Context: an optimization exercise on an open-source flow, tuned for small area and a short achievable clock period. The choices shown serve that exercise and are no tape-out recipe.
Function was checked by simulation only, so behaviour that the tests miss may differ from the original.

// cordic_sqrt_pipelined
module cordic_sqrt_pipelined(
    input  wire clk,
    input  wire rst_n,
    input  wire start,
    input  wire signed [17:0] x_in,
    input  wire signed [17:0] y_in,
    output reg  signed [17:0] sqrt_out,
    output reg  done
);
    localparam N = 12;
    localparam LAT = N + 5;    
    reg signed [17:0] xr [0:N];
    reg signed [17:0] yr [0:N-1];
    always @(posedge clk) begin
        xr[0] <= x_in[17] ? -x_in : x_in;
        yr[0] <= y_in[17] ? -y_in : y_in;
    end
    genvar i;
    generate
        for (i = 0; i < N; i = i + 1) begin : st
            wire signed [17:0] x = xr[i];
            wire signed [17:0] y = yr[i];
            wire neg = y[17];
            wire signed [17:0] ys = y >>> i;
            wire signed [17:0] xs = x >>> i;
            wire [17:0] xn, yn;
            bk_add #(18) ax (.a(x), .b(ys ^ {18{neg}}), .ci(neg), .s(xn));
            always @(posedge clk) xr[i+1] <= xn;
            if (i < N - 1) begin : yu
                bk_add #(18) ay (.a(y), .b(xs ^ {18{~neg}}), .ci(~neg), .s(yn));
                always @(posedge clk) yr[i+1] <= yn;
            end
        end
    endgenerate
    wire signed [17:0] raw = xr[N];
    wire [17:0] o1 = raw >>> 1;
    wire [17:0] o2 = raw >>> 3;
    wire [17:0] o3 = ~(raw >>> 6);
    wire [17:0] o4 = ~(raw >>> 9);
    wire [17:0] c1s = o1 ^ o2 ^ o3;
    wire [17:0] c1c = (o1 & o2) | (o1 & o3) | (o2 & o3);
    wire [17:0] r2b = {c1c[16:0], 1'b0};
    wire [17:0] c2s = c1s ^ r2b ^ o4;
    wire [17:0] c2c = (c1s & r2b) | (c1s & o4) | (r2b & o4);
    reg  [17:0] ps_r, pc_r;
    always @(posedge clk) begin
        ps_r <= c2s;
        pc_r <= {c2c[16:0], 1'b1};
    end
    wire [17:0] s_w;
    bk_add #(18) as_ (.a(ps_r), .b(pc_r), .ci(1'b1), .s(s_w));
    reg  [17:0] s_r;
    wire [17:0] m_w;
    bk_add #(18) am (.a(s_r), .b(~{{12{s_r[17]}}, s_r[17:12]}), .ci(1'b1), .s(m_w));
    reg  [17:0] m_r;
    wire [17:0] f_w;
    bk_add #(18) af (.a(m_r), .b(~{{9{m_r[17]}}, m_r[17:9]}), .ci(1'b1), .s(f_w));
    always @(posedge clk) begin
        s_r <= s_w;
        m_r <= m_w;
        sqrt_out <= f_w;
    end
    reg [LAT-2:0] vld;
    always @(posedge clk or negedge rst_n) begin
        if (!rst_n) begin
            vld <= 0;
            done <= 1'b0;
        end else begin
            vld <= {vld[LAT-3:0], start};
  ...
export LEC_CHECK = 0
export ABC_AREA = 1
export CAP_MARGIN = 20
export CORE_MARGIN = 2
export CORE_UTILIZATION = 60
export CTS_CLUSTER_DIAMETER = 100
export CTS_CLUSTER_SIZE = 24
export SETUP_SLACK_MARGIN = 4.5
export SLEW_MARGIN = 20
export TNS_END_PERCENT = 0
create_clock -name core_clock -period 7.3 [get_ports {clk}]
standard.sh (not shown) runs the stock make flow with config.mk's settings and CLKGATE_MAP_FILE= SYNTH_SCRIPT=/design/flow/synth_recipe.tcl, a recipe that flattens the netlist after the stock synthesis.
==> flow/flow/run.sh <==
#!/bin/bash
# Standard layout with two changes:
#  - full and half adders are left to abc as plain gates (sky130 fa and ha cells are added to
#    DONT_USE_CELLS; the platform's own list is repeated, since this replaces it);
#  - port buffers are buf_2 cells rather than the delay cells buffer_ports
#    picks by default.
# Output goes to standard.log.
DU=" sky130_fd_sc_hd__probe_p_8 sky130_fd_sc_hd__probec_p_8 sky130_fd_sc_hd__lpflow_bleeder_1 sky130_fd_sc_hd__lpflow_clkbufkapwr_1 sky130_fd_sc_hd__lpflow_clkbufkapwr_16 sky130_fd_sc_hd__lpflow_clkbufkapwr_2 sky130_fd_sc_hd__lpflow_clkbufkapwr_4 sky130_fd_sc_hd__lpflow_clkbufkapwr_8 sky130_fd_sc_hd__lpflow_clkinvkapwr_1 sky130_fd_sc_hd__lpflow_clkinvkapwr_16 sky130_fd_sc_hd__lpflow_clkinvkapwr_2 sky130_fd_sc_hd__lpflow_clkinvkapwr_4 sky130_fd_sc_hd__lpflow_clkinvkapwr_8 sky130_fd_sc_hd__lpflow_decapkapwr_12 sky130_fd_sc_hd__lpflow_decapkapwr_3 sky130_fd_sc_hd__lpflow_decapkapwr_4 sky130_fd_sc_hd__lpflow_decapkapwr_6 sky130_fd_sc_hd__lpflow_decapkapwr_8 sky130_fd_sc_hd__lpflow_inputiso0n_1 sky130_fd_sc_hd__lpflow_inputiso0p_1 sky130_fd_sc_hd__lpflow_inputiso1n_1 sky130_fd_sc_hd__lpflow_inputiso1p_1 sky130_fd_sc_hd__lpflow_inputisolatch_1 sky130_fd_sc_hd__lpflow_isobufsrc_1 sky130_fd_sc_hd__lpflow_isobufsrc_16 sky130_fd_sc_hd__lpflow_isobufsrc_2 sky130_fd_sc_hd__lpflow_isobufsrc_4 sky130_fd_sc_hd__lpflow_isobufsrc_8 sky130_fd_sc_hd__lpflow_isobufsrckapwr_16 sky130_fd_sc_hd__lpflow_lsbuf_lh_hl_isowell_tap_1 sky130_fd_sc_hd__lpflow_lsbuf_lh_hl_isowell_tap_2 sky130_fd_sc_hd__lpflow_lsbuf_lh_hl_isowell_tap_4 sky130_fd_sc_hd__lpflow_lsbuf_lh_isowell_4 sky130_fd_sc_hd__lpflow_lsbuf_lh_isowell_tap_1 sky130_fd_sc_hd__lpflow_lsbuf_lh_isowell_tap_2 sky130_fd_sc_hd__lpflow_lsbuf_lh_isowell_tap_4 #  sky130_fd_sc_hd__fa_1 sky130_fd_sc_hd__fa_2 sky130_fd_sc_hd__fa_4 sky130_fd_sc_hd__ha_1 sky130_fd_sc_hd__ha_2 sky130_fd_sc_hd__ha_4"
export BUFFER_PORTS_ARGS="-buffer_cell sky130_fd_sc_hd__buf_2"
bash standard.sh "DONT_USE_CELLS=$DU" "BUFFER_PORTS_ARGS=$BUFFER_PORTS_ARGS" finish > standard.log 2>&1
==> next run, changes <==
==> flow/flow/run.sh (replaced) <==
#!/bin/bash
# Standard layout, except that the port buffers are buf_2 cells rather than
# the delay cells buffer_ports picks by default. Output goes to standard.log.
export BUFFER_PORTS_ARGS="-buffer_cell sky130_fd_sc_hd__buf_2"
bash standard.sh "BUFFER_PORTS_ARGS=$BUFFER_PORTS_ARGS" finish > standard.log 2>&1
CORE_UTILIZATION = 55   (was 60)
CTS_CLUSTER_SIZE = 32   (was 24)
SETUP_SLACK_MARGIN = 4.6   (was 4.5)
TNS_END_PERCENT = 10   (was 0)
Outcome: Hold slack barely changes; wire length came out lower by 12%; die area stays flat; cell area came out lower by 3.2%; non-clock buffer count came out higher by 56; setup slack improves by 0.070 ns; register-to-register slack improves by 0.07 ns.
==> next run, changes <==
CORE_UTILIZATION = 40   (was 55)
CTS_CLUSTER_DIAMETER = not set   (was 100)
CTS_CLUSTER_SIZE = not set   (was 32)
SETUP_SLACK_MARGIN = 4.75   (was 4.6)
TNS_END_PERCENT = not set   (was 10)
What happened: The new run passed the timing, DRC and antenna checks; wire length increases slightly; via count came out higher by a few percent; worst setup slack gains 0.025 ns; register-to-register slack improved by 0.03 ns; cell count increases by roughly a tenth; cell area went up by about a fifth.
==> next run, changes <==
==> flow/flow/run.sh (replaced) <==
#!/bin/bash
# Standard layout with two changes:
#  - full adders are left to abc as plain gates (sky130 fa cells are added to
#    DONT_USE_CELLS; the platform's own list is repeated, since this replaces it);
#  - port buffers are buf_2 cells rather than the delay cells buffer_ports
#    picks by default.
# Output goes to standard.log.
DU=" sky130_fd_sc_hd__probe_p_8 sky130_fd_sc_hd__probec_p_8 sky130_fd_sc_hd__lpflow_bleeder_1 sky130_fd_sc_hd__lpflow_clkbufkapwr_1 sky130_fd_sc_hd__lpflow_clkbufkapwr_16 sky130_fd_sc_hd__lpflow_clkbufkapwr_2 sky130_fd_sc_hd__lpflow_clkbufkapwr_4 sky130_fd_sc_hd__lpflow_clkbufkapwr_8 sky130_fd_sc_hd__lpflow_clkinvkapwr_1 sky130_fd_sc_hd__lpflow_clkinvkapwr_16 sky130_fd_sc_hd__lpflow_clkinvkapwr_2 sky130_fd_sc_hd__lpflow_clkinvkapwr_4 sky130_fd_sc_hd__lpflow_clkinvkapwr_8 sky130_fd_sc_hd__lpflow_decapkapwr_12 sky130_fd_sc_hd__lpflow_decapkapwr_3 sky130_fd_sc_hd__lpflow_decapkapwr_4 sky130_fd_sc_hd__lpflow_decapkapwr_6 sky130_fd_sc_hd__lpflow_decapkapwr_8 sky130_fd_sc_hd__lpflow_inputiso0n_1 sky130_fd_sc_hd__lpflow_inputiso0p_1 sky130_fd_sc_hd__lpflow_inputiso1n_1 sky130_fd_sc_hd__lpflow_inputiso1p_1 sky130_fd_sc_hd__lpflow_inputisolatch_1 sky130_fd_sc_hd__lpflow_isobufsrc_1 sky130_fd_sc_hd__lpflow_isobufsrc_16 sky130_fd_sc_hd__lpflow_isobufsrc_2 sky130_fd_sc_hd__lpflow_isobufsrc_4 sky130_fd_sc_hd__lpflow_isobufsrc_8 sky130_fd_sc_hd__lpflow_isobufsrckapwr_16 sky130_fd_sc_hd__lpflow_lsbuf_lh_hl_isowell_tap_1 sky130_fd_sc_hd__lpflow_lsbuf_lh_hl_isowell_tap_2 sky130_fd_sc_hd__lpflow_lsbuf_lh_hl_isowell_tap_4 sky130_fd_sc_hd__lpflow_lsbuf_lh_isowell_4 sky130_fd_sc_hd__lpflow_lsbuf_lh_isowell_tap_1 sky130_fd_sc_hd__lpflow_lsbuf_lh_isowell_tap_2 sky130_fd_sc_hd__lpflow_lsbuf_lh_isowell_tap_4 #  sky130_fd_sc_hd__fa_1 sky130_fd_sc_hd__fa_2 sky130_fd_sc_hd__fa_4"
export BUFFER_PORTS_ARGS="-buffer_cell sky130_fd_sc_hd__buf_2"
bash standard.sh "DONT_USE_CELLS=$DU" "BUFFER_PORTS_ARGS=$BUFFER_PORTS_ARGS" finish > standard.log 2>&1
CORE_UTILIZATION = 60   (was 40)
CTS_CLUSTER_DIAMETER = 100   (was not set)
CTS_CLUSTER_SIZE = 24   (was not set)
PLACE_DENSITY = 0.7   (was not set)
SETUP_SLACK_MARGIN = 4.7   (was 4.75)
TNS_END_PERCENT = 0   (was not set)
=> Die area went down by a quarter to a third; critical path depth stays the same; core utilization went up by 17 points; global-route usage went up by 7.2 points.
==> next run, changes <==
==> flow/flow/run.sh (replaced) <==
#!/bin/bash
# Standard layout, except that the port buffers are buf_2 cells rather than
# the delay cells buffer_ports picks by default. Output goes to standard.log.
export BUFFER_PORTS_ARGS="-buffer_cell sky130_fd_sc_hd__buf_2"
bash standard.sh "BUFFER_PORTS_ARGS=$BUFFER_PORTS_ARGS" finish > standard.log 2>&1
CORE_UTILIZATION = 55   (was 60)
PLACE_DENSITY = not set   (was 0.7)
SETUP_SLACK_MARGIN = 4.6   (was 4.7)
TNS_END_PERCENT = 10   (was 0)
The changed run completed with no timing, DRC or antenna violations. Area after synthesis came out higher by 3.1%. Cell count hardly moves. Hold slack loses 0.0097 ns. Non-clock buffer count came out lower by 34. Setup slack loses 0.10 ns. Global-route usage came out lower by 0.86 points. Count of clock-buffer cells in the layout came out lower by 2. Routed wire length came out higher by 2.0%.
==> next run, changes <==
==> flow/flow/run.sh (replaced) <==
#!/bin/bash
# Standard layout with two changes:
#  - full and half adders are left to abc as plain gates (sky130 fa and ha cells are added to
#    DONT_USE_CELLS; the platform's own list is repeated, since this replaces it);
#  - port buffers are buf_2 cells rather than the delay cells buffer_ports
#    picks by default.
# Output goes to standard.log.
DU=" sky130_fd_sc_hd__probe_p_8 sky130_fd_sc_hd__probec_p_8 sky130_fd_sc_hd__lpflow_bleeder_1 sky130_fd_sc_hd__lpflow_clkbufkapwr_1 sky130_fd_sc_hd__lpflow_clkbufkapwr_16 sky130_fd_sc_hd__lpflow_clkbufkapwr_2 sky130_fd_sc_hd__lpflow_clkbufkapwr_4 sky130_fd_sc_hd__lpflow_clkbufkapwr_8 sky130_fd_sc_hd__lpflow_clkinvkapwr_1 sky130_fd_sc_hd__lpflow_clkinvkapwr_16 sky130_fd_sc_hd__lpflow_clkinvkapwr_2 sky130_fd_sc_hd__lpflow_clkinvkapwr_4 sky130_fd_sc_hd__lpflow_clkinvkapwr_8 sky130_fd_sc_hd__lpflow_decapkapwr_12 sky130_fd_sc_hd__lpflow_decapkapwr_3 sky130_fd_sc_hd__lpflow_decapkapwr_4 sky130_fd_sc_hd__lpflow_decapkapwr_6 sky130_fd_sc_hd__lpflow_decapkapwr_8 sky130_fd_sc_hd__lpflow_inputiso0n_1 sky130_fd_sc_hd__lpflow_inputiso0p_1 sky130_fd_sc_hd__lpflow_inputiso1n_1 sky130_fd_sc_hd__lpflow_inputiso1p_1 sky130_fd_sc_hd__lpflow_inputisolatch_1 sky130_fd_sc_hd__lpflow_isobufsrc_1 sky130_fd_sc_hd__lpflow_isobufsrc_16 sky130_fd_sc_hd__lpflow_isobufsrc_2 sky130_fd_sc_hd__lpflow_isobufsrc_4 sky130_fd_sc_hd__lpflow_isobufsrc_8 sky130_fd_sc_hd__lpflow_isobufsrckapwr_16 sky130_fd_sc_hd__lpflow_lsbuf_lh_hl_isowell_tap_1 sky130_fd_sc_hd__lpflow_lsbuf_lh_hl_isowell_tap_2 sky130_fd_sc_hd__lpflow_lsbuf_lh_hl_isowell_tap_4 sky130_fd_sc_hd__lpflow_lsbuf_lh_isowell_4 sky130_fd_sc_hd__lpflow_lsbuf_lh_isowell_tap_1 sky130_fd_sc_hd__lpflow_lsbuf_lh_isowell_tap_2 sky130_fd_sc_hd__lpflow_lsbuf_lh_isowell_tap_4 #  sky130_fd_sc_hd__fa_1 sky130_fd_sc_hd__fa_2 sky130_fd_sc_hd__fa_4 sky130_fd_sc_hd__ha_1 sky130_fd_sc_hd__ha_2 sky130_fd_sc_hd__ha_4"
export BUFFER_PORTS_ARGS="-buffer_cell sky130_fd_sc_hd__buf_2"
bash standard.sh "DONT_USE_CELLS=$DU" "BUFFER_PORTS_ARGS=$BUFFER_PORTS_ARGS" finish > standard.log 2>&1
CORE_UTILIZATION = 60   (was 55)
SETUP_SLACK_MARGIN = 4.75   (was 4.6)
TNS_END_PERCENT = 0   (was 10)
- fmax goes up by 5.9%
- clock skew is about the same
- worst setup slack improved by 0.15 ns
- design area rose by 4.0%

==> what the ideal ports hide <==
How much do the figures lean on ideal ports? The routed layouts below were timed once more, with nothing changed but the port constraints.
Step 1 assumes that a clkbuf_16 drives the clock port and a buf_2 every other input.
Step 2 adds t to the input delays and takes it off the output delays; t is the mean of the earliest and latest rising clock arrival at the registers after step 1. Input paths then give back, and output paths get back, about the clock's delay inside the block.
Three values: ideal, step 1, step 2; two values: the first two.
| run | shift t [ns] | slack for setup (ns) | clock arrival spread, ns | worst register clock-pin slew, ns |
|---|---|---|---|---|
| the first run | 0.655 | 4.579 / 4.579 / 4.266 | 0.028 / 0.028 | 0.10 / 0.10 |
| the second run | 0.634 | 4.649 / 4.649 / 4.360 | 0.024 / 0.024 | 0.12 / 0.12 |
| the third run | 0.681 | 4.674 / 4.670 / 4.408 | 0.028 / 0.028 | 0.06 / 0.06 |
| the fourth run | 0.634 | 4.700 / 4.700 / 4.359 | 0.014 / 0.014 | 0.10 / 0.10 |
| the fifth run | 0.640 | 4.596 / 4.596 / 4.368 | 0.021 / 0.020 | 0.10 / 0.10 |
| the sixth run | 0.655 | 4.747 / 4.683 / 4.327 | 0.019 / 0.019 | 0.10 / 0.10 |
After both steps every run listed still meets setup and hold. The setup slack of the sixth run, which loses most, moves by -0.064 ns with the drivers and by -0.420 ns with both steps.
